This design comes from an exercise in tuning for small area and a short achievable clock period on the open sky130 flow, not from production work. Function was checked by simulation only, so behaviour that the tests miss may differ from the original. Power and IR drop assume default switching activity.

File: flow/config.mk
export PLATFORM = sky130hd
export DESIGN_NAME = ula_top
export DESIGN_NICKNAME = ula_top
export VERILOG_FILES = /design/flow/design.v
export SDC_FILE = /design/flow/constraint.sdc
export NUM_CORES = 4
export LEC_CHECK = 0
export CAP_MARGIN = 20
export CORE_MARGIN = 2
export CORE_UTILIZATION = 60
export CTS_BUF_LIST = sky130_fd_sc_hd__clkbuf_8
export SETUP_SLACK_MARGIN = 2.9
export SLEW_MARGIN = 20
File: flow/constraint.sdc
create_clock -name core_clock -period 5.5 [get_ports {clk}]
set_input_delay 1.1000 -clock core_clock [delete_from_list [all_inputs] [get_ports {clk}]]
set_output_delay 1.1000 -clock core_clock [all_outputs]
set_load 0.01 [all_outputs]
File: flow/design.v
module ula (
    input  [31:0] A,        
    input  [31:0] B,        
    input         Cin,      
    input         Fill,     
    input         SelSum,   
    input         SelShr,   
    input         SelShl,   
    input         SelSet,   
    input         SetInv,
    output [31:0] Result
);
    wire [33:0] s    = {1'b0, A, 1'b1} + {1'b0, B, Cin};
    wire [31:0] sum  = s[32:1];
    wire        cout = s[33];
    wire [4:0]  sh = B[4:0];
    wire [31:0] r0 = sh[0] ? {{1{Fill}},  A[31:1]}  : A;
    wire [31:0] r1 = sh[1] ? {{2{Fill}},  r0[31:2]} : r0;
    wire [31:0] r2 = sh[2] ? {{4{Fill}},  r1[31:4]} : r1;
    wire [31:0] r3 = sh[3] ? {{8{Fill}},  r2[31:8]} : r2;
    wire [31:0] shr = sh[4] ? {{16{Fill}}, r3[31:16]} : r3;
    wire [31:0] shl;
    genvar i;
    generate
        for (i = 0; i < 32; i = i + 1) begin : g_rev
            assign shl[i] = shr[31 - i];
        end
    endgenerate
    assign Result = ({32{SelSum}} & sum)
                  | ({32{SelShr}} & shr)
                  | ({32{SelShl}} & shl)
                  | {31'b0, SelSet & (cout ^ SetInv)};
endmodule
module ula_top (
    input         clk,
    input  [31:0] in1,
    input  [31:0] in2,
    input  [4:0]  op,
    output [31:0] result,
    output        zero
);
    reg [3:0] lut;
    reg       rev, lui, bkeep, binv, cin, sel_sum, sel_shr, sel_shl, sel_set,
              set_inv, sra;
    always @(*) begin
        lut = 4'b1100;    
        {rev, lui, bkeep, binv, cin, sel_sum, sel_shr, sel_shl, sel_set,
         set_inv, sra} = 11'b0;
        case (op)
            5'd0, 5'd17: begin lut = 4'b1000; sel_sum = 1'b1; end   
            5'd1, 5'd18: begin lut = 4'b1110; sel_sum = 1'b1; end   
            5'd3, 5'd19: begin lut = 4'b0110; sel_sum = 1'b1; end   
            5'd4:        begin lut = 4'b0001; sel_sum = 1'b1; end   
            5'd2, 5'd16: begin bkeep = 1'b1; sel_sum = 1'b1; end    
            5'd6: begin bkeep = 1'b1; binv = 1'b1; cin = 1'b1; sel_sum = 1'b1; end  
            5'd5, 5'd7, 5'd23, 5'd24: begin                         
                bkeep = 1'b1; binv = 1'b1; cin = 1'b1; sel_set = 1'b1; set_inv = 1'b1;
            end
            5'd20: begin lut = 4'b0110; binv = 1'b1; sel_set = 1'b1; set_inv = 1'b1; end  
            5'd21: begin lut = 4'b0110; binv = 1'b1; sel_set = 1'b1; end  
            5'd8, 5'd11:  begin lut = 4'b0000; rev = 1'b1; bkeep = 1'b1; sel_shl = 1'b1; end  
            5'd9, 5'd12:  begin bkeep = 1'b1; sel_shr = 1'b1; end    
            5'd10, 5'd13: begin bkeep = 1'b1; sel_shr = 1'b1; sra = 1'b1; end  
            5'd14, 5'd26, 5'd27: sel_sum = 1'b1;                     
            5'd25: begin lut = 4'b0000; lui = 1'b1; sel_sum = 1'b1; end  
            default: begin lut = 4'b0000; sel_sum = 1'b1; end        
        endcase
    end
    wire [31:0] a_n, b_n;
    genvar i;
    generate
        for (i = 0; i < 32; i = i + 1) begin : g_prep
            wire l = lut[{in1[i], in2[i]}];
            wire r = rev & in1[31 - i];
            if (i >= 16) begin : g_hi
                assign a_n[i] = l | r | (lui & in2[i - 16]);
            end else begin : g_lo
                assign a_n[i] = l | r;
            end
        end
    endgenerate
    assign b_n = (in2 & {32{bkeep}}) ^ {32{binv}};
    reg [31:0] a_q, b_q;
    reg        cin_q, fill_q, sel_sum_q, sel_shr_q, sel_shl_q, sel_set_q, set_inv_q;
    reg [31:0] result_q;
    wire [31:0] alu_result;
    ula u_ula (
        .A(a_q),
        .B(b_q),
        .Cin(cin_q),
        .Fill(fill_q),
        .SelSum(sel_sum_q),
        .SelShr(sel_shr_q),
        .SelShl(sel_shl_q),
        .SelSet(sel_set_q),
        .SetInv(set_inv_q),
        .Result(alu_result)
    );
    always @(posedge clk) begin
        a_q       <= a_n;
        b_q       <= b_n;
        cin_q     <= cin;
        fill_q    <= sra & in1[31];
        sel_sum_q <= sel_sum;
        sel_shr_q <= sel_shr;
        sel_shl_q <= sel_shl;
        sel_set_q <= sel_set;
        set_inv_q <= set_inv;
        result_q  <= alu_result;
    end
    assign result = result_q;
    assign zero   = ~|result_q;
endmodule
File: flow/flow/run.sh
#!/bin/bash
# Own layout flow: the standard flow (standard.sh) with two changes:
#  - synthesis maps the logic with the ABC script in flow/abc.script
#    (registers are mapped by the standard steps, unchanged);
#  - the port buffers are plain buf_1 cells.
# Each tool's output goes to a log file in this folder.
set -euo pipefail
HERE=$(pwd)
# synthesis script: the standard one, with ORFS's synth.tcl calling abc with our script
sed "s#log_cmd abc {\*}\$abc_args#set abc_args [lreplace \$abc_args 1 1 $HERE/flow/abc.script]\n  log_cmd abc {*}\$abc_args#" \
    "$FLOW_HOME/scripts/synth.tcl" > "$HERE/synth_own.tcl"
grep -q "flow/abc.script" "$HERE/synth_own.tcl"
sed "s#source \$::env(SCRIPTS_DIR)/synth.tcl#source $HERE/synth_own.tcl#" synth_recipe.tcl > synth_recipe_own.tcl
grep -q "synth_own.tcl" synth_recipe_own.tcl
export BUFFER_PORTS_ARGS="-buffer_cell sky130_fd_sc_hd__buf_1"
bash standard.sh SYNTH_SCRIPT="$HERE/synth_recipe_own.tcl" finish > standard.log 2>&1
File: flow/flow/abc.script
&get -n
&st
&dch
&nf -D 1500
&put
buffer -c
topo
stime -c
upsize -c
dnsize -c
File: flow/standard.sh
#!/bin/bash
# synth_recipe.tcl (not shown) runs the flow's synth.tcl, then flattens the netlist and writes it again
# the make line also repeats each setting of config.mk as NAME=value (left out here)
make -C /OpenROAD-flow-scripts/flow DESIGN_CONFIG=/design/flow/config.mk WORK_HOME=/design/flow/orfs CLKGATE_MAP_FILE= SYNTH_SCRIPT=/design/flow/synth_recipe.tcl "${@:-finish}"
==> out/metrics.sh, run 1 <==
PATH_DELAY_FAMILY='simple AND/OR/NAND/NOR gates'
STATUS='complete, no violations'
REG2REGPATHDEPTH=8
MAPPEDNETLISTNETS=1125
SYNTHXORXNORAREAFRAC=0.0705
SYNTH_SEQUENTIAL_AREA_RATIO=0.259
STD_CELL_ROWS=42
INITIAL_UTILIZATION=0.608
SEQ_POWER_SHARE=0.342
DR_TOTAL_VIAS=8223
GR-TOTAL-OVERFLOW=0
CRITICAL_PATH.SLOWEST_CELL='dfxtp_2'
SETUP_REPAIR_AFTER_GLOBAL_ROUTING_MISSED_ITS_MARGIN='true'
WORST_VDD_DROP_mV=0.130
ROUTE.MET2.WL_UM=11500
TRITONCTS='done'
CRITPATHMAXFANOUT=2
CTS_HOLD_BUF=0
MIN_PATH_CELLS=2
FINAL_ANTENNA_NET_COUNT=0
ROUTED.TOP_LAYER='met4'
CLOCK_ROOT_BUFFER_MASTER='clkbuf_8'
ANTENNA_FOUND_INITIAL=0
GRT_MAX_DEGREE=40
TIMING.HOLD.WORST.CLASS='register to register'
SYNTH_ADDER_AREA_SHARE=0.0654
P_INT_mW=1.69
REG2REG_SETUP_SLACK_NS=2.95
SYN2LAYOUT_AREA_GROWTH_PCT=12.5
SYNTH_TOP_AREA_CELL='dfxtp_1'
DIE_W_UM=119
FINAL_MAX_SLEW_VIOL_COUNT=0
REG2REG_TO='result_q[26]'
FP.DIEAREA_MM2=0.0142
PWR_DENSITY_CELL_mW_PER_MM2=346
SYNTHESIS.AREA_MM2=0.00795
REMAINING_DRC_ERRORS=0
FIN_SETUP_TNS_NS=0
POSTSYNTHREGISTERBITS=103
CHIPHEIGHT_UM=119
CTS-BUFFERS-INSERTED=9
WORST_SLEW_PIN_TRAN_NS=1.13
CELLLEAKAGEPOWER_nW=3.34
SYNTH_TOP_CELLS_BY_AREA='dfxtp_1 (26%), nand2_1 (8.4%), mux4_2 (7.4%), ha_1 (6.3%), a21oi_1 (5.3%)'
AREA_SHARE_OF_AND_OR_NAND_NOR_CELLS_AFTER_SYNTHESIS=0.156
DRT_ITER0_MARKERS=952
TIMING_HOLD_VIOLATIONS_FINAL=0
SHARE_COMB_OF_TOTAL_POWER=0.492
FINAL-SEQ-AREA_MM2=0.00207
CTS_HTREE_LEVELS=3
FINALSETUPVIOLCOUNT=0
DPL.HPWL_UM=20200
CRIT_ARRIVAL_NS=1.46
SYN-MEAN-INSTANCE-AREA_UM2=7.84
ANTENNA_CELLS=0
FINALHOLDWORSTSLACK_NS=0.511
IO_BUFFERS=102
DR_WL_MET3_UM=2490
WORSTSETUPSTARTPOINTTYPE='register'
SYNTH_ASYNC_SR_FLOP_SHARE=0
CRITICAL_PATH_BUF_INV_COUNT=1
YOSYSWARNINGCOUNT=1
VIA_PER_INST=6.48
WORST_PATH_DEPTH=4
FINAL.SETUP_SKEW_NS=0.0110
NETLIST-CELL-TYPE-COUNT=56
SWITCH_PWR_mW=1.40
POST_DRT_WL_PER_CELL_UM=21.1
CP.REQUIRED_NS=4.40
FINALWEIGHTEDCONGESTION=0.999
SETUP_CRIT_END='zero'
WORST_R2R_STARTPOINT='b_q[0]'
CRIT_PATH_END_KIND='output pin'
DRT_PRE_ANTENNA_ITERS=8
MET1_LENGTH_UM=11000
SYNTH_TOP_CELL_AREA_SHARE=0.259
WIRE_LENGTH_OF_THE_FIRST_GLOBAL_ROUTING_PASS_UM=41200
WORST_PATH_LARGEST_CELL_DELAY_NS=0.35
SYNTH_TOP_FAMILY_BY_AREA='compound AO/OA/AOI/OAI gates'
CLOCK_INSERTION_DELAY_WORST_SKEW_NS=0.41
MIN_PERIOD_NS=2.56
CRITPATHLAUNCH='result_q[1]'
POST_SYNTH_MUX_AREA_SHARE=0.117
CAP_VIOLATIONS=0
FIRST_GLOBAL_VIAS=7432
SYNTH_COMPOUND_AREA_FRAC=0.292
MULTIINPUTGATEAREA_MM2=0.00579
PATH_CELLS='nor4_4 -> nand4_1 -> nor2_1 -> buf_2'
TOTAL_LENGTH_OF_ROUTED_WIRES_UM=26700
CTS_MAX_PATH_BUFFERS=2
YOSYS_MOST_USED_DFF='dfxtp_1'
TIMING.FMAX_MHz=391
POST-ROUTE-PERIOD-UTIL=0.465
IO_PINS=103
SYNTHCELLS=1014
N_FILL_CELL=1159
SLEW-LIMIT-HEADROOM=0.247
PLACEABLECOREAREA_MM2=0.0131
CRITICALPATHCATEGORY='register to output pin'
CLK_TRANSITION_REPORTED_PATHS_NS=0.11
SHARE_CLK_OF_TOTAL_POWER=0.166
FINAL_NET_COUNT=1199
CLOCK_SINK_COUNT=103
GRT_USAGE=0.378
SYNTH-EDFF-COUNT=0
POWER.SHARE.SWITCHING=0.453
FINAL_LAYOUT_SIZE_SUFFIX_GT1_FRAC=0.111
synth_stat cells (2+ instances only):
master and count:
a2111oi_0 2, a211o_1 5, a211oi_1 38, a21bo_2 2, a21boi_0 3, a21boi_1 4
a21o_1 10, a21oi_1 85, a221oi_1 13, a22oi_1 31, a31o_2 3, a31oi_1 10
and2_1 2, buf_1 3, buf_2 7, buf_6 4, clkbuf_1 43, dfxtp_1 103
ha_1 40, inv_1 15, mux2_1 2, mux2_2 6, mux2i_1 24, mux4_2 26
nand2_1 177, nand2b_1 4, nand3_1 8, nand4_1 5, nor2_1 90, nor2b_1 4
nor3_1 2, nor4_1 12, o211ai_1 38, o21a_1 7, o21ai_0 63, o21ai_1 41
xnor2_1 40, xor2_1 24
worst register-to-register path: stages (launching register included):
cell      delay, ns
dfxtp_4        0.43
buf_12         0.19
mux2_1         0.34
mux2i_1        0.27
o21ai_0        0.25
a21boi_0       0.30
o21ai_0        0.16
a22oi_1        0.38
o21ai_1        0.12
area by class of cell:
class,count,area share
multi-input combinational,838,0.647
clock buffer,9,0.0138
clock inverter,7,0.00839
sequential,103,0.232
timing repair inverter,1,0.000559
tap,176,0.0246
inverter,15,0.00713
timing repair buffer,120,0.0668
layout by cell type (no fill, tap or decap), types with 10 or more instances in the layout:
cell type  count
o21ai_1       48
inv_1         13
a22oi_1       29
a21o_1        10
o211ai_1      38
a221oi_1      13
xor2_1        24
o21ai_0       54
mux4_2        26
nor2_1        87
xnor2_1       40
nand2_1      177
buf_4         11
ha_1          38
buf_1         97
a211oi_1      34
a21oi_1       75
mux2i_1       22
dfxtp_1       98
cell families after synthesis:
family,Yosys count
compound gates,367
simple gates,307
flops,103
buf+inv,73
xor+xnor,64
mux,59
fa+ha+maj,41
per-stage QoR:
stage / utilization / power (mW) / instance area, um2 / instances / setup slack, ns
4_1_cts: 0.669 / 2.99 / 8750 / 1263 / 2.87
5_1_grt: 0.684 / 3.26 / 8950 / 1269 / 2.86
3_3_place_gp: 0.643 / 2.44 / 8420 / 1244 / 1.92
6_report: 0.684 / 3.09 / 8950 / 1269 / 2.94
3_5_place_dp: 0.643 / 2.45 / 8420 / 1244 / 1.85
2_1_floorplan: - / 2.03 / 7980 / 1014 / 2.89
routing by layer:
metal,track usage,vias up
met5,0,-
met1,0.512,3716
met3,0.0675,102
li1,-,3882
met2,0.564,523
met4,0.222,0
how the worst min path moves through the flow:
stage | from | endpoint | slack (ns)
final | sel_set_q | result_q[0] | 0.51
after global routing | sel_set_q | result_q[0] | 0.53
after CTS | sel_set_q | result_q[0] | 0.50
after detailed placement | sel_set_q | result_q[0] | 0.49
after global placement | sel_set_q | result_q[0] | 0.47
after floorplan | sel_set_q | result_q[0] | 0.42
registers in the layout, indices dropped and copies added (netlist names):
name       cells
a_q           32
b_q           32
cin_q          1
fill_q         1
result_q      32
sel_set_q      1
sel_shl_q      1
sel_shr_q      1
sel_sum_q      1
set_inv_q      1
power groups by stage:
stage / registers [mW] / clock network (mW) / logic [mW]
after floorplan: 1.05 / 0 / 0.982
after global placement: 1.06 / 0 / 1.38
after detailed placement: 1.06 / 0 / 1.39
after CTS: 1.05 / 0.512 / 1.42
after global routing: 1.07 / 0.535 / 1.65
final: 1.06 / 0.514 / 1.52
repair_timing:
item / 4_1_cts / 5_1_grt
pin swaps: 4 / 9
setup endpoints to repair: 97 / 82
gates cloned: 1 / 1
resized for setup: 33 / 39
setup buffers: 2 / 5
==> inputs of run 2 (changes only) <==
--- a/flow/config.mk
+++ b/flow/config.mk
@@ -9,4 +9,3 @@
 export CORE_MARGIN = 2
-export CORE_UTILIZATION = 60
-export CTS_BUF_LIST = sky130_fd_sc_hd__clkbuf_8
+export CORE_UTILIZATION = 50
 export SETUP_SLACK_MARGIN = 2.9
==> out/metrics.sh, run 2 <==
SYNTH_SEQUENTIAL_AREA_RATIO=0.259  # unchanged
FINAL-SEQ-AREA_MM2=0.00207  # about the same
YOSYS_MOST_USED_DFF='dfxtp_1'
CRITICALPATHCATEGORY='register to register'
HIGHEST_COUNT_CELLS_IN_THE_LAYOUT_IGNORING_FILL_AND_TAPS='nand2_1 (176), dfxtp_1 (99), buf_1 (96)'
TIMING_HOLD_VIOLATIONS_FINAL=0  # unchanged
FINAL.SETUP.WORST_SLACK_NS=2.88  # -0.0626 ns
TOTAL_LENGTH_OF_ROUTED_WIRES_UM=28100  # +5.1%
DR_TOTAL_VIAS=8152  # -0.86%
SLEW-LIMIT-HEADROOM=0.230  # -0.0172
TIMING.HOLD.WORST.CLASS='register to register'
FINAL.SETUP_SKEW_NS=0.0114  # +0.000413 ns
FINAL_LAYOUT_SIZE_SUFFIX_GT1_FRAC=0.121  # +0.0105
GRT_USAGE=0.323  # -0.0550
CLOCK_INSERTION_DELAY_WORST_SKEW_NS=0.37  # -0.04 ns
YOSYSMOSTFREQUENTCELL='nand2_1'
MULTIINPUTGATEAREA_MM2=0.00583  # +0.58%
MOSTFREQUENTLAYOUTCELL='nand2_1'
PWR_DENSITY_CELL_mW_PER_MM2=353  # +2.3%
INITIAL_UTILIZATION=0.506  # -0.102
CRIT_ARRIVAL_NS=2.86  # +1.40 ns
VIA_PER_INST=6.17  # -4.8%
SETUP_REPAIR_AFTER_GLOBAL_ROUTING_MISSED_ITS_MARGIN='true'
DIE_W_UM=130  # +9.2%
SYNTH_TOP_CELLS_BY_AREA='dfxtp_1 (26%), nand2_1 (8.4%), mux4_2 (7.4%), ha_1 (6.3%), a21oi_1 (5.3%)'
FIRST_GLOBAL_VIAS=7163  # -3.6%
GR-TOTAL-OVERFLOW=0  # unchanged
ANTENNA_CELLS=0  # unchanged
CTS_HTREE_LEVELS=3  # unchanged
POST-ROUTE-PERIOD-UTIL=0.476  # +0.0114
CLK_TRANSITION_REPORTED_PATHS_NS=0.08  # -0.03 ns
YOSYSWARNINGCOUNT=1  # unchanged
PLACE_WS_NS=1.78  # -0.0787 ns
ANTENNA_FOUND_INITIAL=1  # +1
FINAL_ANTENNA_NET_COUNT=0  # unchanged
CP.REQUIRED_NS=5.74  # +1.34 ns
SYNTHCELLS=1014  # unchanged
MAPPEDNETLISTNETS=1125  # unchanged
SYNTH_TOP_CELL_AREA_SHARE=0.259  # unchanged
WORST_R2R_STARTPOINT='a_q[7]'
STD_CELL_ROWS=46  # +9.5%
CLOCK_SINK_COUNT=103  # unchanged
NETLIST-CELL-TYPE-COUNT=56  # unchanged
POST_DRT_WL_PER_CELL_UM=21.2  # +0.90%
DRT_ITER0_MARKERS=668  # -30%
FINAL_MAX_SLEW_VIOL_COUNT=0  # unchanged
FINAL_NET_COUNT=1212  # +1.1%
SYNTH_ASYNC_SR_FLOP_SHARE=0  # unchanged
N_FILL_CELL=1507  # +30%
FP.DIEAREA_MM2=0.0169  # +19%
REMAINING_DRC_ERRORS=0  # unchanged
SYNTHESIS.AREA_MM2=0.00795  # unchanged
LARGESTREGISTERS='a_q (32), b_q (32), result_q (32)'
CHIPHEIGHT_UM=130  # +9.2%
FINALWEIGHTEDCONGESTION=0.934  # -6.5%
CAP_VIOLATIONS=0  # unchanged
WORST_VDD_DROP_mV=0.180  # +39%
PLACEABLECOREAREA_MM2=0.0157  # +20%
DRT_PRE_ANTENNA_ITERS=7  # -1
SYN-MEAN-INSTANCE-AREA_UM2=7.84  # unchanged
GRT_MAX_DEGREE=40  # unchanged
FINALPOWER_mW=3.27  # +5.7%
CTS_HOLD_BUF=0  # unchanged
MIN_FROM='sel_set_q'
TRITONCTS='done'
STATUS='complete, no violations'
WORST_SLEW_PIN_TRAN_NS=1.15  # +0.0258 ns
MIN_PERIOD_NS=2.62  # +0.0626 ns
CRITPATHLAUNCH='a_q[7]'
CELLLEAKAGEPOWER_nW=3.46  # +3.8%
POSTSYNTHREGISTERBITS=103  # unchanged
CTS-BUFFERS-INSERTED=9  # unchanged
CRITPATHMAXFANOUT=5  # +3
IO_PINS=103  # unchanged
TIMING.FMAX_MHz=382  # -2.4%
SYNTH-EDFF-COUNT=0  # unchanged
CRIT_PATH_END_KIND='register'
DPL.HPWL_UM=21300  # +5.5%
WIRE_LENGTH_OF_THE_FIRST_GLOBAL_ROUTING_PASS_UM=40900  # -0.85%
FIN_SETUP_TNS_NS=0  # unchanged
CTS_MAX_PATH_BUFFERS=2  # unchanged
IO_BUFFERS=102  # unchanged
SYNTH.TOP_CELLS.BY_COUNT='nand2_1 (177), dfxtp_1 (103), nor2_1 (90)'
FINALSETUPVIOLCOUNT=0  # unchanged
CLOCK_ROOT_BUFFER_MASTER='clkbuf_16'
WORSTSETUPSTARTPOINTTYPE='register'
SYNTH_TOP_AREA_CELL='dfxtp_1'
SYN2LAYOUT_AREA_GROWTH_PCT=16.2
-- run 2: cell counts after synthesis --
Identical to the previous run, type by type.
-- run 2: cell families (layout without fill, tap and decap cells) --
kind of cell | count (synthesis) | count (layout) | share of synthesized area
AOI/OAI and AO/OA | 367 | 369 | 0.292
and+or+nand+nor | 307 | 307 | 0.156
DFF | 103 | 103 | 0.259
buffers and inverters | 73 | 163 | 0.0398
xor gates and xnor gates | 64 | 64 | 0.0705
muxes | 59 | 59 | 0.117
adders and majority gates | 41 | 41 | 0.0654
-- run 2: per-stage QoR --
step / utilization / instances / area, um2 / hold slack, ns
finish: 0.588 / 1322 / 9250 / 0.498
global route: 0.588 / 1322 / 9250 / 0.525
CTS: 0.574 / 1313 / 9020 / 0.495
detailed placement: 0.540 / 1285 / 8480 / 0.493
global placement: 0.540 / 1285 / 8480 / 0.482
floorplan: - / 1014 / 7980 / 0.418
-- run 2: what timing repair did --
action | 4_1_cts | 5_1_grt
buffers inserted | 11 | 6
endpoints found under the setup margin | 97 | 81
resized for setup | 36 | 39
pin swaps | 6 | 7
cloned | 1 | 3
-- run 2: where the power goes --
group	total (mW)	switching (mW)	leakage, nW	internal, mW
logic	1.54	0.927	2.45	0.616
clock network	0.667	0.340	0.146	0.327
registers	1.06	0.148	0.865	0.910
total	3.27	1.42	3.46	1.85
-- run 2: path summary, 6_finish.rpt --
check,end,slack [ns],depth (start not counted)
worst max-delay path,result_q[0],2.88,9
worst min-delay path,result_q[0],0.50,2
worst max register to register,result_q[0],2.88,9
worst min register to register,result_q[0],0.50,2
-- run 2: per-layer routing --
metal  routed length (um)  GRT usage
met1                11700      0.430
met2                12400      0.499
met3                 2310     0.0472
met4                 1680      0.191
met5                    0          0
-- run 2: area by class of cell --
type,count,share of cell area
timing repair buffer,131,0.0762
multi-input combinational,840,0.630
tap,216,0.0292
timing repair inverter,1,0.000541
clock inverter,7,0.00866
clock buffer,9,0.0244
inverter,15,0.00690
sequential,103,0.224
-- run 2: critical path, cell delays in order (launching register included) --
cell and delay (ns):
dfxtp_1 0.36, ha_1 0.43, nand2_1 0.19, o21ai_0 0.52, a211oi_2 0.10, buf_4 0.18, o21ai_2 0.24, a21oi_2 0.15
xor2_1 0.21, o21ai_1 0.10
==> inputs of run 3 (changes only) <==
--- a/flow/config.mk
+++ b/flow/config.mk
@@ -9,4 +9,5 @@
 export CORE_MARGIN = 2
-export CORE_UTILIZATION = 50
+export CORE_UTILIZATION = 60
 export SETUP_SLACK_MARGIN = 2.9
 export SLEW_MARGIN = 20
+export TNS_END_PERCENT = 5
==> out/metrics.sh, run 3 <==
FINAL_LAYOUT_SIZE_SUFFIX_GT1_FRAC=0.101  # -0.0204
PATH_CELLS='buf_12 -> mux4_2 -> mux2i_1 -> nor2_1 -> a21oi_2 -> o21ai_1 -> a22oi_1 -> o21ai_1'
WIRE_LENGTH_OF_THE_FIRST_GLOBAL_ROUTING_PASS_UM=40900  # about the same
DIE_W_UM=119  # -8.4%
TIMING.HOLD.WORST.CLASS='register to register'
FINAL_NET_COUNT=1198  # -1.2%
VIA_PER_INST=6.49  # +5.2%
CTS_HOLD_BUF=0  # unchanged
YOSYS_MOST_USED_DFF='dfxtp_1'
ANTENNA_CELLS=0  # unchanged
FP.DIEAREA_MM2=0.0142  # -16%
REMAINING_DRC_ERRORS=0  # unchanged
AREA_SHARE_OF_AND_OR_NAND_NOR_CELLS_AFTER_SYNTHESIS=0.156  # unchanged
WORST_PATH_LARGEST_CELL_DELAY_NS=0.55  # +0.03 ns
SYNTHXORXNORAREAFRAC=0.0705  # unchanged
POSTSYNTHREGISTERBITS=103  # unchanged
REG2REG_TO='result_q[31]'
CHIPHEIGHT_UM=119  # -8.4%
TRITONCTS='done'
STD_CELL_ROWS=42  # -8.7%
MIN_PERIOD_NS=2.67  # +0.0565 ns
WORST_VDD_DROP_mV=0.180  # -0.15%
LARGESTREGISTERS='a_q (32), b_q (32), result_q (32)'
TIMING_HOLD_VIOLATIONS_FINAL=0  # unchanged
YOSYSMOSTFREQUENTCELL='nand2_1'
WORST_R2R_STARTPOINT='b_q[0]'
CRITPATHLAUNCH='b_q[0]'
FINALSETUPVIOLCOUNT=0  # unchanged
SYN-MEAN-INSTANCE-AREA_UM2=7.84  # unchanged
CLOCK_INSERTION_DELAY_WORST_SKEW_NS=0.37  # about the same
MAPPEDNETLISTNETS=1125  # unchanged
CELLLEAKAGEPOWER_nW=3.37  # -2.5%
SYNTH-EDFF-COUNT=0  # unchanged
DRT_PRE_ANTENNA_ITERS=6  # -1
CLOCK_ROOT_BUFFER_MASTER='clkbuf_16'
CLK_TRANSITION_REPORTED_PATHS_NS=0.08  # about the same
CTS_HTREE_LEVELS=3  # unchanged
SYNTH.TOP_CELLS.BY_COUNT='nand2_1 (177), dfxtp_1 (103), nor2_1 (90)'
CRIT_PATH_END_KIND='register'
CAP_VIOLATIONS=0  # unchanged
FINALPOWER_mW=3.23  # -1.2%
SETUP_REPAIR_AFTER_GLOBAL_ROUTING_MISSED_ITS_MARGIN='true'
FIN_SETUP_TNS_NS=0  # unchanged
FINAL.SETUP_SKEW_NS=0.00766  # -0.00374 ns
FINAL_ANTENNA_NET_COUNT=0  # unchanged
PWR_DENSITY_CELL_mW_PER_MM2=359  # +1.7%
WORSTSETUPSTARTPOINTTYPE='register'
DPL.HPWL_UM=20200  # -5.2%
STATUS='complete, no violations'
SYNTH_TOP_CELLS_BY_AREA='dfxtp_1 (26%), nand2_1 (8.4%), mux4_2 (7.4%), ha_1 (6.3%), a21oi_1 (5.3%)'
SLEW-LIMIT-HEADROOM=0.268  # +0.0383
CRITICAL-PATH-TOP-CELL-BY-COUNT='o21ai_1'
CTS-BUFFERS-INSERTED=9  # unchanged
CRITICAL_PATH_BUF_INV_COUNT=1  # unchanged
POST_SYNTH_MUX_AREA_SHARE=0.117  # unchanged
SYNTHCELLS=1014  # unchanged
SETUP_CRIT_END='result_q[31]'
IO_PINS=103  # unchanged
CRITICALPATHCATEGORY='register to register'
CRITICAL_PATH.SLOWEST_CELL='mux4_2'
IO_BUFFERS=102  # unchanged
CRIT_ARRIVAL_NS=2.90  # +0.04 ns
GR-TOTAL-OVERFLOW=0  # unchanged
TOTAL_LENGTH_OF_ROUTED_WIRES_UM=26800  # -4.5%
DR_TOTAL_VIAS=8228  # +0.93%
CRITPATHMAXFANOUT=18  # +13
SYNTH_ASYNC_SR_FLOP_SHARE=0  # unchanged
REG2REG_SETUP_SLACK_NS=2.83  # -0.06 ns
DRT_ITER0_MARKERS=1078  # +61%
CLOCK_SINK_COUNT=103  # unchanged
POST_DRT_WL_PER_CELL_UM=21.2  # -0.41%
CTS_MAX_PATH_BUFFERS=2  # unchanged
SYNTH_TOP_CELL_AREA_SHARE=0.259  # unchanged
SYNTHESIS.AREA_MM2=0.00795  # unchanged
SYNTH_TOP_FAMILY_BY_AREA='compound AO/OA/AOI/OAI gates'
FIRST_GLOBAL_VIAS=7414  # +3.5%
SYN2LAYOUT_AREA_GROWTH_PCT=12.9
CP.REQUIRED_NS=5.73  # about the same
PLACEABLECOREAREA_MM2=0.0131  # -17%
FINAL_MAX_SLEW_VIOL_COUNT=0  # unchanged
HIGHEST_COUNT_CELLS_IN_THE_LAYOUT_IGNORING_FILL_AND_TAPS='nand2_1 (177), dfxtp_1 (99), buf_1 (98)'
SYNTH_COMPOUND_AREA_FRAC=0.292  # unchanged
TIMING.FMAX_MHz=374  # -2.1%
WORST_SLEW_PIN_TRAN_NS=1.10  # -0.0573 ns
GRT_USAGE=0.373  # +0.0501
PATH_DELAY_FAMILY='compound AO/OA/AOI/OAI gates'
ANTENNA_FOUND_INITIAL=0  # -1
INITIAL_UTILIZATION=0.608  # +0.102
REG2REGPATHDEPTH=8  # -1
POST-ROUTE-PERIOD-UTIL=0.486  # +0.0103
SYNTH_TOP_AREA_CELL='dfxtp_1'
SYNTH_SEQUENTIAL_AREA_RATIO=0.259  # unchanged
WORST_PATH_DEPTH=8  # -1
YOSYSWARNINGCOUNT=1  # unchanged
GRT_MAX_DEGREE=40  # unchanged
FINALWEIGHTEDCONGESTION=0.999  # +7.0%
MOSTFREQUENTLAYOUTCELL='nand2_1'
NETLIST-CELL-TYPE-COUNT=56  # unchanged
SYNTH_ADDER_AREA_SHARE=0.0654  # unchanged
-- run 3: stage by stage --
stage,hold WS [ns],instances,setup WS (ns),area [um2],util
3_5_place_dp,0.485,1244,1.85,8420,0.643
4_1_cts,0.492,1262,2.82,8800,0.673
5_1_grt,0.528,1268,2.81,8980,0.687
3_3_place_gp,0.466,1244,1.92,8420,0.643
6_report,0.507,1268,2.83,8980,0.687
2_1_floorplan,0.418,1014,2.89,7980,-
-- run 3: power by group --
| group | switching, mW | internal [mW] | total, mW |
|---|---|---|---|
| Clock | 0.347 | 0.327 | 0.674 |
| Combinational | 0.910 | 0.590 | 1.50 |
| Sequential | 0.146 | 0.909 | 1.06 |
| Total | 1.40 | 1.83 | 3.23 |
-- run 3: area by class of cell --
cell class / instances / area, um2
Clock buffer: 9 / 225
Tap cell: 176 / 220
Fill cell: 1156 / 4100
Timing Repair inverter: 1 / 5.00
Sequential cell: 103 / 2070
Multi-Input combinational cell: 838 / 5720
Clock inverter: 7 / 75.1
Inverter: 15 / 63.8
Timing Repair Buffer: 119 / 607
-- run 3: kinds of logic (layout without fill, tap and decap cells) --
family	after synthesis	in the layout
AOI/OAI and AO/OA	367	367
muxes	59	59
and+or+nand+nor	307	307
adders and majority gates	41	41
xor gates and xnor gates	64	64
DFF	103	103
buffers and inverters	73	151
-- run 3: layer usage --
metal / track usage / vias to the layer above / wire, um
met3: 0.0570 / 95 / 2540
met5: 0 / - / 0
met2: 0.562 / 519 / 11700
li1: - / 3892 / -
met1: 0.502 / 3722 / 10900
met4: 0.234 / 0 / 1700
-- run 3: what timing repair did --
item | CTS | global route
setup endpoints to repair | 97 | 92
resized for setup | 22 | 34
cloned | 1 | 2
pin swaps | 1 | 6
buffers inserted | 1 | 4
-- run 3: worst min-delay path by stage --
| stage | from | end | slack (ns) | cells after the start |
|---|---|---|---|---|
| finish | sel_set_q | result_q[0] | 0.51 | 2 |
| global route | sel_set_q | result_q[0] | 0.53 | 2 |
| CTS | sel_set_q | result_q[0] | 0.49 | 2 |
| detailed placement | sel_set_q | result_q[0] | 0.49 | 2 |
| global placement | sel_set_q | result_q[0] | 0.47 | 2 |
| floorplan | sel_set_q | result_q[0] | 0.42 | 2 |
-- run 3: worst reg2reg max path, stage by stage, from the launching register on --
cell	delay [ns]
dfxtp_2	0.44
buf_12	0.21
mux4_2	0.56
mux2i_1	0.29
nor2_1	0.09
a21oi_2	0.20
o21ai_1	0.12
a22oi_1	0.49
o21ai_1	0.13
==> inputs of run 4 (changes only) <==
--- a/flow/config.mk
+++ b/flow/config.mk
@@ -12,2 +12 @@
 export SLEW_MARGIN = 20
-export TNS_END_PERCENT = 5
==> out/metrics.sh, run 4 <==
STD_CELL_ROWS=42  # unchanged
WORSTSETUPSTARTPOINTTYPE='register'
SYNTH_TOP_CELL_AREA_SHARE=0.259  # unchanged
CRITICALPATHCATEGORY='register to register'
ANTENNA_CELLS=0  # unchanged
CRITICAL-PATH-TOP-CELL-BY-COUNT='o21ai_1'
CRIT_PATH_END_KIND='register'
YOSYS_MOST_USED_DFF='dfxtp_1'
IO_PINS=103  # unchanged
GRT_MAX_DEGREE=40  # unchanged
CRITPATHLAUNCH='b_q[0]'
CRIT_ARRIVAL_NS=2.80  # -0.10 ns
DIE_W_UM=119  # unchanged
SYNTH_TOP_AREA_CELL='dfxtp_1'
NETLIST-CELL-TYPE-COUNT=56  # unchanged
WORST_VDD_DROP_mV=0.178  # -0.94%
CTS_MAX_PATH_BUFFERS=2  # unchanged
HIGHEST_COUNT_CELLS_IN_THE_LAYOUT_IGNORING_FILL_AND_TAPS='nand2_1 (177), dfxtp_1 (99), buf_1 (97)'
FINAL_MAX_SLEW_VIOL_COUNT=0  # unchanged
SYN2LAYOUT_AREA_GROWTH_PCT=14.3
TIMING_HOLD_VIOLATIONS_FINAL=0  # unchanged
REG2REG_TO='result_q[31]'
PATH_CELLS='clkbuf_16 -> mux4_2 -> mux2i_1 -> nor2_1 -> a21oi_2 -> o21ai_1 -> a22oi_2 -> o21ai_1'
TRITONCTS='done'
FP.DIEAREA_MM2=0.0142  # unchanged
WORST_R2R_STARTPOINT='b_q[0]'
POST-ROUTE-PERIOD-UTIL=0.468  # -0.0185
REG2REGPATHDEPTH=8  # unchanged
POSTSYNTHREGISTERBITS=103  # unchanged
TOTAL_LENGTH_OF_ROUTED_WIRES_UM=26900  # +0.21%
FIN_SETUP_TNS_NS=0  # unchanged
FINAL_ANTENNA_NET_COUNT=0  # unchanged
POST-PLACE-CELLS=1244  # unchanged
REMAINING_DRC_ERRORS=0  # unchanged
DPL.HPWL_UM=20200  # unchanged
FINALSETUPVIOLCOUNT=0  # unchanged
FINALWEIGHTEDCONGESTION=0.999  # unchanged
INITIAL_UTILIZATION=0.608  # unchanged
STATUS='complete, no violations'
CLOCK_INSERTION_DELAY_WORST_SKEW_NS=0.37  # about the same
GR-TOTAL-OVERFLOW=0  # unchanged
WORST_PATH_DEPTH=8  # unchanged
CHIPHEIGHT_UM=119  # unchanged
WIRE_LENGTH_OF_THE_FIRST_GLOBAL_ROUTING_PASS_UM=41100  # +0.68%
YOSYSWARNINGCOUNT=1  # unchanged
PLACEABLECOREAREA_MM2=0.0131  # unchanged
CRITICAL_PATH.SLOWEST_CELL='mux4_2'
IO_BUFFERS=102  # unchanged
SYNTH_ASYNC_SR_FLOP_SHARE=0  # unchanged
FINAL_NET_COUNT=1202  # +0.33%
SETUP_REPAIR_AFTER_GLOBAL_ROUTING_MISSED_ITS_MARGIN='true'
PATH_DELAY_FAMILY='compound AO/OA/AOI/OAI gates'
YOSYSMOSTFREQUENTCELL='nand2_1'
WORST_SLEW_PIN_TRAN_NS=1.14  # +0.0393 ns
CTS_HTREE_LEVELS=3  # unchanged
MIN_FROM='sel_set_q'
FIN_UTIL=0.695  # +0.00851
CLK_TRANSITION_REPORTED_PATHS_NS=0.08  # about the same
CTS-BUFFERS-INSERTED=9  # unchanged
CRITICAL_PATH_BUF_INV_COUNT=1  # unchanged
VIA_PER_INST=6.53  # +0.61%
POST_DRT_WL_PER_CELL_UM=21.1  # -0.10%
TIMING.HOLD.WORST.CLASS='register to register'
CLOCK_ROOT_BUFFER_MASTER='clkbuf_16'
WORST_PATH_LARGEST_CELL_DELAY_NS=0.53  # -0.02 ns
CRITPATHMAXFANOUT=9  # -9
MAPPEDNETLISTNETS=1125  # unchanged
FINALNONFILLERCELLS=1272  # +0.32%
TIMING.FMAX_MHz=389  # +4.0%
SYNTH_TOP_CELLS_BY_AREA='dfxtp_1 (26%), nand2_1 (8.4%), mux4_2 (7.4%), ha_1 (6.3%), a21oi_1 (5.3%)'
MIN_PATH_CELLS=2  # unchanged
LARGESTREGISTERS='a_q (32), b_q (32), result_q (32)'
SLEW-LIMIT-HEADROOM=0.242  # -0.0262
DRT_PRE_ANTENNA_ITERS=5  # -1
GRT_USAGE=0.376  # +0.00300
WORSTHOLDENDPOINT='result_q[0]'
PWR_DENSITY_CELL_mW_PER_MM2=358  # -0.31%
SYNTH.TOP_CELLS.BY_COUNT='nand2_1 (177), dfxtp_1 (103), nor2_1 (90)'
CELLLEAKAGEPOWER_nW=3.41  # +1.1%
REG2REG_SETUP_SLACK_NS=2.93  # +0.10 ns
SYNTH-EDFF-COUNT=0  # unchanged
CP.REQUIRED_NS=5.73  # about the same
MIN_PERIOD_NS=2.57  # -0.102 ns
SYN-MEAN-INSTANCE-AREA_UM2=7.84  # unchanged
CLOCK_SINK_COUNT=103  # unchanged
ANTENNA_FOUND_INITIAL=0  # unchanged
SYNTHESIS.AREA_MM2=0.00795  # unchanged
DRT_ITER0_MARKERS=1036  # -3.9%
CAP_VIOLATIONS=0  # unchanged
CTS_HOLD_BUF=0  # unchanged
MOSTFREQUENTLAYOUTCELL='nand2_1'
DR_TOTAL_VIAS=8304  # +0.92%
SYNTH_SEQUENTIAL_AREA_RATIO=0.259  # unchanged
FINAL.SETUP_SKEW_NS=0.00702  # -0.000636 ns
FINAL_LAYOUT_SIZE_SUFFIX_GT1_FRAC=0.111  # +0.0106
FIRST_GLOBAL_VIAS=7468  # +0.73%
SYNTHCELLS=1014  # unchanged
[run 4: cell counts after synthesis]
Identical to the previous run, type by type.
[run 4: what timing repair did]
action / CTS / global route
cloned: 1 / 2
resized for setup: 34 / 39
endpoints found under the hold margin: 0 / 0
pin swaps: 2 / 9
buffers inserted: 2 / 7
endpoints found under the setup margin: 97 / 82
[run 4: per-layer routing]
metal  track usage  wire, um  vias up
met5             0         0        -
met3        0.0541      2380      110
met2         0.571     11700      519
met1         0.508     11100     3778
met4         0.227      1740        0
li1              -         -     3897
[run 4: how the worst max path moves through the flow]
stage	endpoint
2_1_floorplan	b_q[10]
3_3_place_gp	a_q[3]
3_5_place_dp	a_q[3]
4_1_cts	a_q[3]
5_1_grt	result_q[28]
6_report	result_q[31]
[run 4: tightest hold or removal path, delay by kind of cell (launching register included)]
kind,cells,cell delay (ns)
flip-flops,1,0.33
AO/OA/AOI/OAI,1,0.07
buffers and inverters,1,0.06
[run 4: power by group]
part,leakage [nW],switching (mW),internal [mW]
Sequential,0.865,0.147,0.910
Combinational,2.40,0.924,0.606
Clock,0.146,0.345,0.327
[run 4: layout make-up]
class                           instances  area, um2
Multi-Input combinational cell        838       5790
Fill cell                            1125       3990
Sequential cell                       103       2070
Timing Repair Buffer                  123        651
Clock buffer                            9        225
Tap cell                              176        220
Clock inverter                          7       75.1
Inverter                               15       63.8
Timing Repair inverter                  1       5.00
[run 4: logic make-up (layout without fill, tap and decap cells)]
logic type,Yosys count,count (layout),synth area share
flops,103,103,0.259
compound gates,367,367,0.292
fa+ha+maj,41,41,0.0654
buf+inv,73,155,0.0398
xor+xnor,64,64,0.0705
simple gates,307,307,0.156
mux,59,59,0.117
[run 4: per-stage QoR]
| stage | setup WS (ns) | power, mW | hold slack, ns | instance area (um2) |
|---|---|---|---|---|
| 6_report | 2.93 | 3.26 | 0.497 | 9090 |
| 5_1_grt | 2.86 | 3.43 | 0.528 | 9090 |
| 4_1_cts | 2.90 | 3.15 | 0.492 | 8860 |
| 3_5_place_dp | 1.85 | 2.45 | 0.485 | 8420 |
| 3_3_place_gp | 1.92 | 2.44 | 0.466 | 8420 |
| 2_1_floorplan | 2.89 | 2.03 | 0.418 | 7980 |
==> inputs of run 5 (changes only) <==
--- a/flow/config.mk
+++ b/flow/config.mk
@@ -10,2 +10,4 @@
 export CORE_UTILIZATION = 60
+export CTS_BUF_LIST = sky130_fd_sc_hd__clkbuf_8
+export CTS_CLUSTER_SIZE = 12
 export SETUP_SLACK_MARGIN = 2.9
==> out/metrics.sh, run 5 <==
STATUS='complete, no violations'
STD_CELL_ROWS=42  # unchanged
TIMING.HOLD.WORST.CLASS='register to register'
PATH_CELLS='nor4_4 -> nand4_1 -> nor2_1 -> buf_2'
SETUP_REPAIR_AFTER_GLOBAL_ROUTING_MISSED_ITS_MARGIN='true'
REG2REGPATHDEPTH=8  # unchanged
MIN_FROM='sel_set_q'
FIN_SETUP_TNS_NS=0  # unchanged
CELLLEAKAGEPOWER_nW=3.34  # -2.2%
DIE_W_UM=119  # unchanged
POST-ROUTE-PERIOD-UTIL=0.465  # -0.00317
CLK_TRANSITION_REPORTED_PATHS_NS=0.11  # +0.03 ns
CRITPATHLAUNCH='result_q[1]'
FP.DIEAREA_MM2=0.0142  # unchanged
SYNTH_TOP_CELLS_BY_AREA='dfxtp_1 (26%), nand2_1 (8.4%), mux4_2 (7.4%), ha_1 (6.3%), a21oi_1 (5.3%)'
FINAL-SEQ-AREA_MM2=0.00207  # +0.18%
DR_TOTAL_VIAS=8223  # -0.98%
SYNTHESIS.AREA_MM2=0.00795  # unchanged
SYNTH-EDFF-COUNT=0  # unchanged
SHARE_COMB_OF_TOTAL_POWER=0.492  # +0.022
MOSTFREQUENTLAYOUTCELL='nand2_1'
SYNTH_SEQUENTIAL_AREA_RATIO=0.259  # unchanged
MET1_USAGE=0.512  # +0.00440
VIA_PER_INST=6.48  # -0.74%
DRT_PRE_ANTENNA_ITERS=8  # +3
YOSYSMOSTFREQUENTCELL='nand2_1'
MET2_USAGE=0.564  # -0.00647
SLEW-LIMIT-HEADROOM=0.247  # +0.00512
FINALSETUPVIOLCOUNT=0  # unchanged
GRT_USAGE=0.378  # +0.00190
INITIAL_UTILIZATION=0.608  # unchanged
FINAL_ANTENNA_NET_COUNT=0  # unchanged
CRIT_PATH_END_KIND='output pin'
MAPPEDNETLISTNETS=1125  # unchanged
CRITPATHMAXFANOUT=2  # -7
GR-TOTAL-OVERFLOW=0  # unchanged
GRT_USE_MET3=0.0675  # +0.0134
FIRST_GLOBAL_VIAS=7432  # -0.48%
CHIPHEIGHT_UM=119  # unchanged
SETUP_CRIT_END='zero'
CAP_VIOLATIONS=0  # unchanged
POWER.SHARE.SWITCHING=0.453  # +0.0183
FINALWEIGHTEDCONGESTION=0.999  # unchanged
CRITICALPATHCATEGORY='register to output pin'
P_INT_mW=1.69  # -8.2%
ANTENNA_CELLS=0  # unchanged
CTS_HTREE_LEVELS=3  # unchanged
HIGHEST_COUNT_CELLS_IN_THE_LAYOUT_IGNORING_FILL_AND_TAPS='nand2_1 (177), dfxtp_1 (98), buf_1 (97)'
CLOCK_ROOT_BUFFER_MASTER='clkbuf_8'
SYNTHCELLS=1014  # unchanged
YOSYSWARNINGCOUNT=1  # unchanged
SYNTH_TOP_CELL_AREA_SHARE=0.259  # unchanged
LARGESTREGISTERS='a_q (32), b_q (32), result_q (32)'
BUSIEST_LAYER='met2'
CLOCK_INSERTION_DELAY_WORST_SKEW_NS=0.41  # +0.04 ns
REG2REG_SETUP_SLACK_NS=2.95  # +0.02 ns
WORST_R2R_STARTPOINT='b_q[0]'
SHARE_CLK_OF_TOTAL_POWER=0.166  # -0.040
DRT_ITER0_MARKERS=952  # -8.1%
CTS_HOLD_BUF=0  # unchanged
WIRE_LENGTH_OF_THE_FIRST_GLOBAL_ROUTING_PASS_UM=41200  # +0.20%
CRIT_ARRIVAL_NS=1.46  # -1.34 ns
TIMING.FMAX_MHz=391  # +0.68%
CTS-BUFFERS-INSERTED=9  # unchanged
FINAL_LAYOUT_SIZE_SUFFIX_GT1_FRAC=0.111  # -0.000609
SYN-MEAN-INSTANCE-AREA_UM2=7.84  # unchanged
CP.REQUIRED_NS=4.40  # -1.33 ns
IO_BUFFERS=102  # unchanged
GRT_MAX_DEGREE=40  # unchanged
CLOCK_SINK_COUNT=103  # unchanged
FINAL_MAX_SLEW_VIOL_COUNT=0  # unchanged
SYNTH.TOP_CELLS.BY_COUNT='nand2_1 (177), dfxtp_1 (103), nor2_1 (90)'
REG2REG_TO='result_q[26]'
WORST_SLEW_PIN_TRAN_NS=1.13  # -0.00766 ns
SYNTH_ASYNC_SR_FLOP_SHARE=0  # unchanged
REMAINING_DRC_ERRORS=0  # unchanged
FINAL.SETUP_SKEW_NS=0.0110  # +0.00396 ns
N_FILL_CELL=1159  # +3.0%
TOTAL_LENGTH_OF_ROUTED_WIRES_UM=26700  # -0.62%
FINALPOWER_mW=3.09  # -5.1%
FINAL_NET_COUNT=1199  # -0.25%
WORST_PATH_LARGEST_CELL_DELAY_NS=0.35  # -0.18 ns
FINALHOLDWORSTSLACK_NS=0.511  # +0.0147 ns
ANTENNA_FOUND_INITIAL=0  # unchanged
MULTIINPUTGATEAREA_MM2=0.00579  # +0.11%
CRITICAL_PATH.SLOWEST_CELL='dfxtp_2'
WORSTSETUPSTARTPOINTTYPE='register'
SWITCH_PWR_mW=1.40  # -1.1%
YOSYS_MOST_USED_DFF='dfxtp_1'
SYNTH_TOP_AREA_CELL='dfxtp_1'
IO_PINS=103  # unchanged
SEQ_POWER_SHARE=0.342  # +0.018
NETLIST-CELL-TYPE-COUNT=56  # unchanged
PLACEABLECOREAREA_MM2=0.0131  # unchanged
SYN2LAYOUT_AREA_GROWTH_PCT=12.5
TIMING_HOLD_VIOLATIONS_FINAL=0  # unchanged
PWR_DENSITY_CELL_mW_PER_MM2=346  # -3.6%
POST_DRT_WL_PER_CELL_UM=21.1  # -0.39%
WORST_VDD_DROP_mV=0.130  # -27%
CTS_MAX_PATH_BUFFERS=2  # unchanged
TRITONCTS='done'
DPL.HPWL_UM=20200  # unchanged
MIN_PERIOD_NS=2.56  # -0.0174 ns
POSTSYNTHREGISTERBITS=103  # unchanged
[run 5: cell counts after synthesis]
No cell type changed its count.
[run 5: cells by family (layout without fill, tap and decap cells)]
family,after synthesis,in the layout,share of synthesized area
multiplexers,59,59,0.117
XOR/XNOR,64,64,0.0705
AO/OA/AOI/OAI,367,367,0.292
AND/OR/NAND/NOR,307,307,0.156
buffers and inverters,73,152,0.0398
flip-flops,103,103,0.259
adder cells (fa/ha/maj),41,41,0.0654
[run 5: worst max-delay path: cells and delay by family, from the launching register on]
| family | cells | cell delay (ns) |
|---|---|---|
| and+or+nand+nor | 3 | 0.57 |
| DFF | 1 | 0.35 |
| buffers and inverters | 1 | 0.13 |
[run 5: repair_timing]
item | CTS | global route
setup endpoints to repair | 97 | 82
cloned | 1 | 1
buffers inserted | 2 | 5
gates resized for setup | 33 | 39
pin swaps | 4 | 9
[run 5: per-stage QoR]
stage	setup slack, ns	instance area [um2]	instances	utilization
global placement	1.92	8420	1244	0.643
floorplan	2.89	7980	1014	-
CTS	2.87	8750	1263	0.669
detailed placement	1.85	8420	1244	0.643
finish	2.94	8950	1269	0.684
global route	2.86	8950	1269	0.684
[run 5: area by class of cell]
cell class                      instances  area share
Clock inverter                          7     0.00839
Timing Repair Buffer                  120      0.0668
Tap cell                              176      0.0246
Multi-Input combinational cell        838       0.647
Inverter                               15     0.00713
Timing Repair inverter                  1    0.000559
Clock buffer                            9      0.0138
Sequential cell                       103       0.232
[run 5: routing by layer]
| metal | share of wire | vias up | wire length [um] |
|---|---|---|---|
| li1 | - | 3882 | - |
| met1 | 0.41 | 3716 | 11000 |
| met2 | 0.43 | 523 | 11500 |
| met3 | 0.093 | 102 | 2490 |
| met4 | 0.065 | 0 | 1740 |
| met5 | 0 | - | 0 |
[run 5: how the worst min path moves through the flow]
| stage | to | slack [ns] | depth (start not counted) |
|---|---|---|---|
| 6_report | result_q[0] | 0.51 | 2 |
| 5_1_grt | result_q[0] | 0.53 | 2 |
| 4_1_cts | result_q[0] | 0.50 | 2 |
| 3_5_place_dp | result_q[0] | 0.49 | 2 |
| 3_3_place_gp | result_q[0] | 0.47 | 2 |
| 2_1_floorplan | result_q[0] | 0.42 | 2 |
[run 5: power by group through the flow]
stage	registers [mW]	logic, mW	clock network [mW]
after floorplan	1.05	0.982	0
after global placement	1.06	1.38	0
after detailed placement	1.06	1.39	0
after CTS	1.05	1.42	0.512
after global routing	1.07	1.65	0.535
final	1.06	1.52	0.514
==> inputs of run 6 (changes only) <==
==> flow/flow/abc.script (replaced) <==
&get -n
&st
&dch
&nf -p -R 100
&put
buffer -c
topo
stime -c
upsize -c
dnsize -c
--- a/flow/config.mk
+++ b/flow/config.mk
@@ -11,3 +11,2 @@
 export CTS_BUF_LIST = sky130_fd_sc_hd__clkbuf_8
-export CTS_CLUSTER_SIZE = 12
 export SETUP_SLACK_MARGIN = 2.9
==> out/metrics.sh, run 6 <==
ANTENNA_CELLS=0  # unchanged
FIRST_GLOBAL_VIAS=7480  # +0.65%
FIN_SETUP_TNS_NS=0  # unchanged
FINAL_NET_COUNT=1287  # +7.3%
CRITICAL_PATH.SLOWEST_CELL='dfxtp_1'
CRITPATHMAXFANOUT=42  # +40
CRIT_ARRIVAL_NS=2.83  # +1.37 ns
LARGESTREGISTERS='a_q (32), b_q (32), result_q (32)'
FIN_UTIL=0.703  # +0.0187
SETUP_REPAIR_AFTER_GLOBAL_ROUTING_MISSED_ITS_MARGIN='true'
CRIT_PATH_END_KIND='register'
CLOCK_ROOT_BUFFER_MASTER='clkbuf_8'
YOSYSMOSTFREQUENTCELL='nand2_1'
SYNTH_SEQUENTIAL_AREA_RATIO=0.262  # +0.00293
CHIPHEIGHT_UM=118  # -0.54%
SWITCH_PWR_mW=1.40  # +0.23%
SYN2LAYOUT_AREA_GROWTH_PCT=13.7
GRT_USAGE=0.373  # -0.00508
IO_BUFFERS=102  # unchanged
WORST_R2R_STARTPOINT='b_q[3]'
TIMING.FMAX_MHz=394  # +0.66%
TIMING.HOLD.WORST.CLASS='register to register'
FINALWEIGHTEDCONGESTION=0.960  # -3.9%
POSTSYNTHREGISTERBITS=103  # unchanged
CP.REQUIRED_NS=5.79  # +1.39 ns
FINAL_ANTENNA_NET_COUNT=0  # unchanged
POWER.SHARE.SWITCHING=0.455  # +0.00240
REG2REG_SETUP_SLACK_NS=2.96  # about the same
CLOCK_INSERTION_DELAY_WORST_SKEW_NS=0.41  # about the same
PWR_DENSITY_CELL_mW_PER_MM2=345  # -0.19%
CAP_VIOLATIONS=0  # unchanged
TOTAL_LENGTH_OF_ROUTED_WIRES_UM=26700  # about the same
SYNTHESIS.AREA_MM2=0.00787  # -1.1%
SHARE_CLK_OF_TOTAL_POWER=0.160  # -0.006
SYN-MEAN-INSTANCE-AREA_UM2=7.16  # -8.7%
FINALPOWER_mW=3.08  # -0.30%
DRT_ITER0_MARKERS=1031  # +8.3%
POST-ROUTE-PERIOD-UTIL=0.462  # -0.00305
GRT_MAX_DEGREE=58  # +45%
PATH_DELAY_FAMILY='compound AO/OA/AOI/OAI gates'
WIRE_LENGTH_OF_THE_FIRST_GLOBAL_ROUTING_PASS_UM=40600  # -1.5%
STD_CELL_ROWS=41  # -2.4%
PATH_CELLS='buf_12 -> ha_2 -> a21oi_2 -> o21ai_1 -> a21o_1 -> a21oi_2 -> o21ai_2 -> a31oi_1 -> xnor2_1 -> a22oi_1 -> nand2_1'
CTS_HTREE_LEVELS=3  # unchanged
FINALSETUPVIOLCOUNT=0  # unchanged
SLEW-LIMIT-HEADROOM=0.258  # +0.0111
SYNTH_TOP_CELL_AREA_SHARE=0.262  # +0.00293
YOSYS_MOST_USED_DFF='dfxtp_1'
NETLIST-CELL-TYPE-COUNT=49  # -13%
ANTENNA_FOUND_INITIAL=0  # unchanged
DPL.HPWL_UM=20000  # -1.3%
GR-TOTAL-OVERFLOW=0  # unchanged
FINAL_MAX_SLEW_VIOL_COUNT=0  # unchanged
WORSTHOLDENDPOINT='result_q[0]'
DRT_PRE_ANTENNA_ITERS=5  # -3
CELLLEAKAGEPOWER_nW=3.51  # +5.1%
REG2REG_TO='result_q[24]'
SEQ_POWER_SHARE=0.339  # -0.003
WORST_VDD_DROP_mV=0.147  # +13%
CRITICAL-PATH-TOP-CELL-BY-COUNT='a21oi_2'
CLOCK_SINK_COUNT=103  # unchanged
SYNTH_ASYNC_SR_FLOP_SHARE=0  # unchanged
VIA_PER_INST=6.31  # -2.6%
P_INT_mW=1.68  # -0.74%
SYNTHXORXNORAREAFRAC=0.0601  # -0.0103
TRITONCTS='done'
WORSTSETUPSTARTPOINTTYPE='register'
SYNTH-EDFF-COUNT=0  # unchanged
SYNTHCELLS=1098  # +8.3%
HIGHEST_COUNT_CELLS_IN_THE_LAYOUT_IGNORING_FILL_AND_TAPS='nand2_1 (222), a21oi_1 (103), nor2_1 (101)'
AREA_SHARE_OF_AND_OR_NAND_NOR_CELLS_AFTER_SYNTHESIS=0.200  # +0.0441
SYNTH_TOP_FAMILY_BY_AREA='compound AO/OA/AOI/OAI gates'
WORST_PATH_LARGEST_CELL_DELAY_NS=0.38  # +0.03 ns
FINAL.SETUP_SKEW_NS=0.0158  # +0.00485 ns
TIMING_HOLD_VIOLATIONS_FINAL=0  # unchanged
SYNTH_TOP_AREA_CELL='dfxtp_1'
POST_DRT_WL_PER_CELL_UM=19.7  # -6.2%
CTS-BUFFERS-INSERTED=9  # unchanged
CTS_MAX_PATH_BUFFERS=2  # unchanged
FINAL_LAYOUT_SIZE_SUFFIX_GT1_FRAC=0.106  # -0.00486
SYNTH_COMPOUND_AREA_FRAC=0.298  # +0.00648
IO_PINS=103  # unchanged
STATUS='complete, no violations'
YOSYSWARNINGCOUNT=1  # unchanged
CTS_HOLD_BUF=0  # unchanged
REMAINING_DRC_ERRORS=0  # unchanged
SHARE_COMB_OF_TOTAL_POWER=0.502  # +0.010
FP.DIEAREA_MM2=0.0140  # -1.1%
DIE_W_UM=118  # -0.54%
MIN_FROM='sel_set_q'
PLACEABLECOREAREA_MM2=0.0127  # -2.8%
CRITICALPATHCATEGORY='register to register'
INITIAL_UTILIZATION=0.618  # +0.0104
CLK_TRANSITION_REPORTED_PATHS_NS=0.11  # about the same
SYNTH.TOP_CELLS.BY_COUNT='nand2_1 (224), a21oi_1 (116), nor2_1 (108)'
WORST_SLEW_PIN_TRAN_NS=1.11  # -0.0166 ns
MIN_PATH_CELLS=2  # unchanged
CRITICAL_PATH_BUF_INV_COUNT=1  # unchanged
REG2REGPATHDEPTH=11  # +3
MIN_PERIOD_NS=2.54  # -0.0168 ns
POST_SYNTH_MUX_AREA_SHARE=0.0673  # -0.0497
SYNTH_TOP_CELLS_BY_AREA='dfxtp_1 (26%), nand2_1 (11%), a21oi_1 (7.4%), o21ai_0 (6.4%), ha_1 (6.4%)'
DR_TOTAL_VIAS=8541  # +3.9%
MAPPEDNETLISTNETS=1209  # +7.5%
MOSTFREQUENTLAYOUTCELL='nand2_1'
SYNTH_ADDER_AREA_SHARE=0.0662  # +0.000739
run 6: cell types whose count changed after synthesis, moves of 7 or more:
cell / previous run / this run
xor2_1: 24 / 3
nor3_1: 2 / 16
nand2_1: 177 / 224
o211ai_1: 38 / 20
nor2_1: 90 / 108
buf_2: 7 / 28
a21oi_1: 85 / 116
xnor2_1: 40 / 51
o21ai_1: 41 / 26
mux4_2: 26 / 1
mux2_2: 6 / 13
clkbuf_1: 43 / 30
o21ai_0: 63 / 101
run 6: area by class of cell:
| type | count | area [um2] |
|---|---|---|
| Fill cell | 1127 | 3780 |
| Clock buffer | 9 | 124 |
| Multi-Input combinational cell | 922 | 5680 |
| Tap cell | 172 | 215 |
| Clock inverter | 7 | 70.1 |
| Timing Repair Buffer | 128 | 719 |
| Inverter | 12 | 52.6 |
| Sequential cell | 103 | 2080 |
run 6: how the worst max path moves through the flow:
stage	slack, ns	cells after the start	endpoint	startpoint
6_report	2.96	11	result_q[24]	b_q[3]
3_3_place_gp	1.80	12	a_q[3]	op[1]
5_1_grt	2.81	11	result_q[24]	b_q[3]
3_5_place_dp	1.73	12	a_q[2]	op[1]
2_1_floorplan	2.89	11	a_q[1]	op[1]
4_1_cts	2.90	11	result_q[24]	b_q[3]
run 6: per-layer routing:
metal | wire [um] | up-vias | GRT usage
met2 | 11600 | 549 | 0.581
met3 | 2570 | 103 | 0.0483
met5 | 0 | - | 0
li1 | - | 4108 | -
met1 | 10900 | 3781 | 0.494
met4 | 1680 | 0 | 0.218
run 6: timing repair:
| item | in CTS | in global routing |
|---|---|---|
| pin swaps | 4 | 7 |
| cloned | 2 | 2 |
| gates resized for setup | 27 | 61 |
| setup buffers | 13 | 1 |
| endpoints found under the setup margin | 97 | 48 |
run 6: worst register-to-register path: cells and delay by family (launching register included):
family,cells,cell delay [ns]
buffers and inverters,1,0.21
AOI/OAI and AO/OA,7,1.29
and+or+nand+nor,1,0.08
adders and majority gates,1,0.35
xor gates and xnor gates,1,0.12
DFF,1,0.38
run 6: logic make-up after synthesis:
kind of cell	count (synthesis)
AOI/OAI and AO/OA	389
and+or+nand+nor	389
DFF	103
buffers and inverters	75
xor gates and xnor gates	54
muxes	47
adders and majority gates	41
run 6: per-stage QoR:
stage	std cells	hold WS [ns]	area, um2	setup WS (ns)
6_report	1353	0.517	8940	2.96
5_1_grt	1353	0.547	8940	2.81
4_1_cts	1350	0.496	8690	2.90
3_5_place_dp	1319	0.479	8270	1.73
3_3_place_gp	1319	0.464	8270	1.80
2_1_floorplan	1098	0.392	7900	2.89
run 6: power by group through the flow:
| stage | clock network (mW) | registers (mW) | logic (mW) |
|---|---|---|---|
| after floorplan | 0 | 1.03 | 0.995 |
| after global placement | 0 | 1.06 | 1.36 |
| after detailed placement | 0 | 1.07 | 1.37 |
| after CTS | 0.487 | 1.03 | 1.44 |
| after global routing | 0.520 | 1.06 | 1.69 |
| final | 0.492 | 1.04 | 1.55 |
==> inputs of run 7 (changes only) <==
==> flow/flow/abc.script (replaced) <==
&get -n
&st
&dch
&nf -p -R 25
&put
buffer -c
topo
stime -c
upsize -c
dnsize -c
==> out/metrics.sh, run 7 <==
WORST_R2R_STARTPOINT='b_q[3]'
SETUP_REPAIR_AFTER_GLOBAL_ROUTING_MISSED_ITS_MARGIN='true'
FINAL_LAYOUT_SIZE_SUFFIX_GT1_FRAC=0.115  # +0.00947
PWR_DENSITY_CELL_mW_PER_MM2=341  # -1.0%
SWITCH_PWR_mW=1.38  # -1.9%
WORSTSETUPSTARTPOINTTYPE='register'
FIN_SETUP_TNS_NS=0  # unchanged
YOSYSWARNINGCOUNT=1  # unchanged
CRITPATHMAXFANOUT=2  # -95%
FINAL.SETUP_SKEW_NS=0.0163  # +0.000507 ns
CAP_VIOLATIONS=0  # unchanged
YOSYSMOSTFREQUENTCELL='nand2_1'
SYNTH-EDFF-COUNT=0  # unchanged
WORST_PATH_LARGEST_CELL_DELAY_NS=0.35  # -0.03 ns
FINALWEIGHTEDCONGESTION=0.984  # +2.5%
GRT_MAX_DEGREE=46  # -21%
POSTSYNTHREGISTERBITS=103  # unchanged
CELLLEAKAGEPOWER_nW=3.50  # -0.33%
CRITICALPATHCATEGORY='register to output pin'
P_INT_mW=1.68  # about the same
SYNTH_ASYNC_SR_FLOP_SHARE=0  # unchanged
VIA_PER_INST=6.54  # +3.5%
DR_TOTAL_VIAS=8379  # -1.9%
PLACEABLECOREAREA_MM2=0.0127  # -0.40%
CRITICAL_PATH.SLOWEST_CELL='dfxtp_2'
FIN_UTIL=0.707  # +0.00383
FINAL_ANTENNA_NET_COUNT=0  # unchanged
FINAL_NET_COUNT=1216  # -5.5%
MOSTFREQUENTLAYOUTCELL='nand2_1'
WIRE_LENGTH_OF_THE_FIRST_GLOBAL_ROUTING_PASS_UM=39600  # -2.4%
FINALHOLDWORSTSLACK_NS=0.533  # +0.0157 ns
PLACE_WS_NS=1.71  # -0.0247 ns
SLEW-LIMIT-HEADROOM=0.203  # -0.0548
CRIT_PATH_END_KIND='output pin'
MIN_PERIOD_NS=2.54  # +0.00217 ns
FINALSETUPVIOLCOUNT=0  # unchanged
TIMING_HOLD_VIOLATIONS_FINAL=0  # unchanged
MIN_FROM='sel_set_q'
TRITONCTS='done'
N_FILL_CELL=1084  # -3.8%
PATH_CELLS='nor4_4 -> nand4_1 -> nor2_1 -> buf_2'
CHIPHEIGHT_UM=118  # -0.23%
GRT_USAGE=0.365  # -0.00808
IO_PINS=103  # unchanged
SYNTH_SEQUENTIAL_AREA_RATIO=0.263  # +0.00126
FINAL.SETUP.WORST_SLACK_NS=2.96  # -0.00217 ns
CTS-BUFFERS-INSERTED=9  # unchanged
INITIAL_UTILIZATION=0.618  # about the same
DRT_PRE_ANTENNA_ITERS=8  # +3
GR-TOTAL-OVERFLOW=0  # unchanged
POST_DRT_WL_PER_CELL_UM=20.9  # +6.0%
LARGESTREGISTERS='a_q (32), b_q (32), result_q (32)'
SYNTH_TOP_CELLS_BY_AREA='dfxtp_1 (26%), nand2_1 (7.0%), o21ai_0 (7.0%), ha_1 (6.4%), a21oi_1 (6.3%)'
MAPPEDNETLISTNETS=1134  # -6.2%
POST-ROUTE-PERIOD-UTIL=0.462  # about the same
FINALPOWER_mW=3.06  # -0.88%
SHARE_COMB_OF_TOTAL_POWER=0.494  # -0.008
ANTENNA_CELLS=0  # unchanged
TIMING.HOLD.WORST.CLASS='register to register'
REMAINING_DRC_ERRORS=0  # unchanged
CTS_HTREE_LEVELS=3  # unchanged
SYNTH_TOP_CELL_AREA_SHARE=0.263  # +0.00126
DIE_W_UM=118  # -0.23%
SYNTH.TOP_CELLS.BY_COUNT='nand2_1 (146), o21ai_0 (109), dfxtp_1 (103)'
FIRST_GLOBAL_VIAS=7178  # -4.0%
STATUS='complete, no violations'
SYN-MEAN-INSTANCE-AREA_UM2=7.65  # +6.8%
CLK_TRANSITION_REPORTED_PATHS_NS=0.11  # about the same
WORST_SLEW_PIN_TRAN_NS=1.19  # +0.0821 ns
CRIT_ARRIVAL_NS=1.44  # -1.39 ns
CRITPATHLAUNCH='result_q[2]'
-- run 7: changes by cell type after synthesis, sizes merged, moves of 15 or more --
cell,previous run,this run
a21oi,119,99
buf,33,18
mux2,19,35
mux2i,27,42
nand2,224,146
nor2,108,91
o21ai,128,111
xor2,3,25
-- run 7: path summary, 6_finish.rpt --
check             slack [ns]  depth (start not counted)     endpoint
hold reg to reg         0.53                          2  result_q[0]
hold / removal          0.53                          2  result_q[0]
setup reg to reg        2.97                         10  result_q[0]
setup / recovery        2.96                          4         zero
-- run 7: power by group through the flow --
| stage | clock (mW) | sequential [mW] | combinational, mW |
|---|---|---|---|
| after floorplan | 0 | 1.04 | 0.952 |
| after global placement | 0 | 1.05 | 1.34 |
| after detailed placement | 0 | 1.06 | 1.35 |
| after CTS | 0.491 | 1.04 | 1.41 |
| after global routing | 0.519 | 1.06 | 1.63 |
| final | 0.495 | 1.05 | 1.51 |
-- run 7: critical path: cells and delay by family (launching register included) --
family / cells / cell delay [ns]
flops: 1 / 0.35
simple gates: 3 / 0.55
buf+inv: 1 / 0.13
-- run 7: logic make-up (layout without fill, tap and decap cells) --
kind of cell,after synthesis,after routing,share of synthesized area
fa+ha+maj,41,41,0.0665
mux,80,80,0.113
compound gates,371,372,0.294
xor+xnor,62,62,0.0694
simple gates,292,292,0.155
flops,103,103,0.263
buf+inv,74,160,0.0385
-- run 7: stage by stage --
step / area (um2) / std cells
floorplan: 7890 / 1023
global placement: 8320 / 1249
detailed placement: 8320 / 1249
CTS: 8720 / 1277
global route: 8950 / 1282
finish: 8950 / 1282
-- run 7: final cells by class --
type | count | area, um2 | share of cell area
clock inverter | 7 | 75.1 | 0.00838
inverter | 14 | 60.1 | 0.00671
sequential | 103 | 2080 | 0.232
timing repair buffer | 130 | 752 | 0.0840
clock buffer | 9 | 124 | 0.0138
tap | 172 | 215 | 0.0240
multi-input combinational | 847 | 5650 | 0.631
-- run 7: repair_timing --
action,CTS,global route
resized for setup,33,39
setup endpoints to repair,90,76
cloned,1,4
buffers inserted,11,1
hold buffers,0,0
pin swaps,3,5
-- run 7: layer usage --
layer  global-route usage  part of all wire  vias up
met5                    0                 0        -
li1                     -                 -     3911
met4                0.217             0.059        0
met2                0.548              0.43      537
met1                0.493              0.41     3842
met3               0.0560              0.10       89

Check on run 7: ideal ports give 2.959 ns setup slack; a clkbuf_16 on the clock port and buf_2 on the inputs give 2.923 ns; moving port delays by the midpoint clock arrival (0.442 ns) as well gives 2.515 ns.
